Source: an optimization exercise on an open RTL-to-GDS flow (aim: small area and a short achievable clock period). Production flows keep margins and buffers that such runs may drop.
Power figures rest on the tool's default switching activity, not on a simulated workload.

Design matrix_accelerator, start of the top module:
module matrix_accelerator(
    input  wire        clk,
    input  wire        rst,
    input  wire        load_weight,
    input  wire [31:0] activation_in,
    output wire [95:0] result_out
);
    wire [31:0] skewed_n;
    skew_buffer skew_unit (
        .clk(clk),
        .rst(rst),
        .raw_input(activation_in),
        .skewed_output_n(skewed_n)
    );
    reg valid;
    always @(posedge clk or posedge rst)
        if (rst)              valid <= 1'b0;
        else if (load_weight) valid <= 1'b1;
    wire hold = load_weight | ~valid;
    wire [31:0] in_nn = {load_weight ? ~activation_in[31:8] : skewed_n[31:8],
                         skewed_n[7:0]};
    systolic_array array_core (
        .clk(clk),
        .rst(rst),
        .load_weight(load_weight),
        .sel_w(hold & ~rst),
        .sel_s(~hold & ~rst),
        .in_nn(in_nn),
        .in_mn(skewed_n),   
        .out_e(result_out)
    );
endmodule
Size in the first run: roughly 4,200 cells after synthesis, ~0.046 mm^2 of cells after synthesis.
export LEC_CHECK = 0
export CAP_MARGIN = 20
export CORE_MARGIN = 2
export CORE_UTILIZATION = 40
export CTS_CLUSTER_DIAMETER = 120
export CTS_CLUSTER_SIZE = 22
export SETUP_SLACK_MARGIN = 3.5
export SLEW_MARGIN = 20
export SYNTH_HIERARCHICAL = 1
export SYNTH_MINIMUM_KEEP_SIZE = 0
create_clock -name core_clock -period 8.0 [get_ports {clk}]
standard.sh (not shown) runs the stock make flow with config.mk's settings and CLKGATE_MAP_FILE= SYNTH_SCRIPT=/design/flow/synth_recipe.tcl, a recipe that flattens the netlist after the stock synthesis.
==> flow/flow/run.sh <==
#!/bin/bash
# The standard layout (standard.sh), with plain buffers on the ports in place
# of the delay cells that buffer_ports picks by default. Every port still gets
# its own buffer. make's full output goes to standard.log in this folder.
set -euo pipefail
export BUFFER_PORTS_ARGS="-buffer_cell sky130_fd_sc_hd__buf_2"
bash standard.sh > standard.log 2>&1
==> next run, changes <==
--- a/flow/design.v
+++ b/flow/design.v
@@ -200,24 +200,24 @@
     csa_fa ut94 (.a(t7), .b(t14), .c(t21), .s(t94), .co(t95));
     wire t96, t97;
     csa_fa ut96 (.a(t28), .b(t35), .c(t42), .s(t96), .co(t97));
     wire t98, t99;
     csa_fa ut98 (.a(t49), .b(t56), .c(t85), .s(t98), .co(t99));
     wire t100, t101;
     csa_fa ut100 (.a(t87), .b(t94), .c(t96), .s(t100), .co(t101));
     wire t102, t103;
     csa_fa ut102 (.a(t89), .b(t98), .c(t100), .s(t102), .co(t103));
     wire t104, t105;
     csa_ha ut104 (.a(t91), .b(t93), .s(t104), .co(t105));
-    wire t106, t107;
-    csa_fa ut106 (.a(1'b1), .b(t15), .c(t22), .s(t106), .co(t107));
+    wire t106 = ~(t15 ^ t22);
+    wire t107 = t15 | t22;
     wire t108, t109;
     csa_fa ut108 (.a(t29), .b(t36), .c(t43), .s(t108), .co(t109));
     wire t110, t111;
     csa_fa ut110 (.a(t50), .b(t57), .c(t95), .s(t110), .co(t111));
     wire t112, t113;
     csa_fa ut112 (.a(t97), .b(t106), .c(t108), .s(t112), .co(t113));
     wire t114, t115;
     csa_fa ut114 (.a(t99), .b(t101), .c(t110), .s(t114), .co(t115));
     wire t116, t117;
     csa_fa ut116 (.a(t112), .b(t103), .c(t114), .s(t116), .co(t117));
     wire t118, t119;
@@ -517,24 +517,24 @@
     csa_fa ut109 (.a(t21), .b(t28), .c(t35), .s(t109), .co(t110));
     wire t111, t112;
     csa_fa ut111 (.a(t42), .b(t49), .c(t56), .s(t111), .co(t112));
     wire t113, t114;
     csa_fa ut113 (.a(t96), .b(t98), .c(t107), .s(t113), .co(t114));
     wire t115, t116;
     csa_fa ut115 (.a(t109), .b(t111), .c(t100), .s(t115), .co(t116));
     wire t117, t118;
     csa_fa ut117 (.a(t102), .b(t113), .c(t115), .s(t117), .co(t118));
     wire t119, t120;
     csa_ha ut119 (.a(t104), .b(t106), .s(t119), .co(t120));
-    wire t121, t122;
-    csa_fa ut121 (.a(1'b1), .b(e[8]), .c(t15), .s(t121), .co(t122));
+    wire t121 = ~(e[8] ^ t15);
+    wire t122 = e[8] | t15;
     wire t123, t124;
     csa_fa ut123 (.a(t22), .b(t29), .c(t36), .s(t123), .co(t124));
     wire t125, t126;
     csa_fa ut125 (.a(t43), .b(t50), .c(t57), .s(t125), .co(t126));
     wire t127, t128;
     csa_fa ut127 (.a(t108), .b(t110), .c(t112), .s(t127), .co(t128));
     wire t129, t130;
     csa_fa ut129 (.a(t121), .b(t123), .c(t125), .s(t129), .co(t130));
     wire t131, t132;
     csa_fa ut131 (.a(t114), .b(t127), .c(t129), .s(t131), .co(t132));
     wire t133, t134;
@@ -854,24 +854,24 @@
     csa_fa ut109 (.a(t21), .b(t28), .c(t35), .s(t109), .co(t110));
     wire t111, t112;
     csa_fa ut111 (.a(t42), .b(t49), .c(t56), .s(t111), .co(t112));
     wire t113, t114;
     csa_fa ut113 (.a(t96), .b(t98), .c(t107), .s(t113), .co(t114));
     wire t115, t116;
     csa_fa ut115 (.a(t109), .b(t111), .c(t100), .s(t115), .co(t116));
     wire t117, t118;
     csa_fa ut117 (.a(t102), .b(t113), .c(t115), .s(t117), .co(t118));
     wire t119, t120;
     csa_ha ut119 (.a(t104), .b(t106), .s(t119), .co(t120));
-    wire t121, t122;
-    csa_fa ut121 (.a(1'b1), .b(e[8]), .c(t15), .s(t121), .co(t122));
+    wire t121 = ~(e[8] ^ t15);
+    wire t122 = e[8] | t15;
     wire t123, t124;
     csa_fa ut123 (.a(t22), .b(t29), .c(t36), .s(t123), .co(t124));
     wire t125, t126;
     csa_fa ut125 (.a(t43), .b(t50), .c(t57), .s(t125), .co(t126));
     wire t127, t128;
     csa_fa ut127 (.a(t108), .b(t110), .c(t112), .s(t127), .co(t128));
     wire t129, t130;
     csa_fa ut129 (.a(t121), .b(t123), .c(t125), .s(t129), .co(t130));
     wire t131, t132;
     csa_fa ut131 (.a(t114), .b(t127), .c(t129), .s(t131), .co(t132));
     wire t133, t134;
@@ -1192,24 +1192,24 @@
     csa_fa ut109 (.a(t21), .b(t28), .c(t35), .s(t109), .co(t110));
     wire t111, t112;
     csa_fa ut111 (.a(t42), .b(t49), .c(t56), .s(t111), .co(t112));
     wire t113, t114;
     csa_fa ut113 (.a(t96), .b(t98), .c(t107), .s(t113), .co(t114));
     wire t115, t116;
     csa_fa ut115 (.a(t109), .b(t111), .c(t100), .s(t115), .co(t116));
     wire t117, t118;
     csa_fa ut117 (.a(t102), .b(t113), .c(t115), .s(t117), .co(t118));
     wire t119, t120;
     csa_ha ut119 (.a(t104), .b(t106), .s(t119), .co(t120));
-    wire t121, t122;
-    csa_fa ut121 (.a(1'b1), .b(e[8]), .c(t15), .s(t121), .co(t122));
+    wire t121 = ~(e[8] ^ t15);
+    wire t122 = e[8] | t15;
     wire t123, t124;
     csa_fa ut123 (.a(t22), .b(t29), .c(t36), .s(t123), .co(t124));
     wire t125, t126;
     csa_fa ut125 (.a(t43), .b(t50), .c(t57), .s(t125), .co(t126));
     wire t127, t128;
     csa_fa ut127 (.a(t108), .b(t110), .c(t112), .s(t127), .co(t128));
     wire t129, t130;
     csa_fa ut129 (.a(t121), .b(t123), .c(t125), .s(t129), .co(t130));
     wire t131, t132;
     csa_fa ut131 (.a(t114), .b(t127), .c(t129), .s(t131), .co(t132));
     wire t133, t134;
Effect:
- utilization stays flat
- non-clock buffer count rose by 14
- design area stays flat
- final cell count rose by 1.1%
- wire length rose by about 0.9%
- power stays flat
- clock skew fell by 13 ps
- global-route usage stays flat
- area after synthesis stays flat
- sequential power stays flat
- via count rose by 1.1%
- register-to-register slack barely changes
- flip-flop and latch count does not change
- clock power stays flat
No functional check of the RTL was part of any run of this note.

## port drivers added, routing unchanged
In the flow no input, the clock included, has a driving cell. The finished layouts below were timed again as built, in two steps. Step 1, drivers: a clkbuf_16 drives clk and a buf_2 each remaining input, both assumed. Step 2, shift: input delay + t, output delay - t, t = (earliest + latest rising clock arrival at the registers) / 2. This alone moves slack from input paths to output paths. Three values: ideal ports, drivers, drivers and shift; two values: the first two.
| run | shift t [ns] | slack for setup (ns) | worst setup path after step 2 | clock arrival spread, ns |
|---|---|---|---|---|
| the first run | 0.723 | 3.522 / 3.574 / 2.851 | input to register | 0.041 / 0.040 |
| the second run | 0.712 | 3.567 / 3.617 / 2.905 | input to register | 0.030 / 0.030 |
After both steps every run listed still meets setup and hold. For the first run, which loses most, drivers alone change the setup slack by +0.052 ns; drivers and shift together by -0.671 ns.
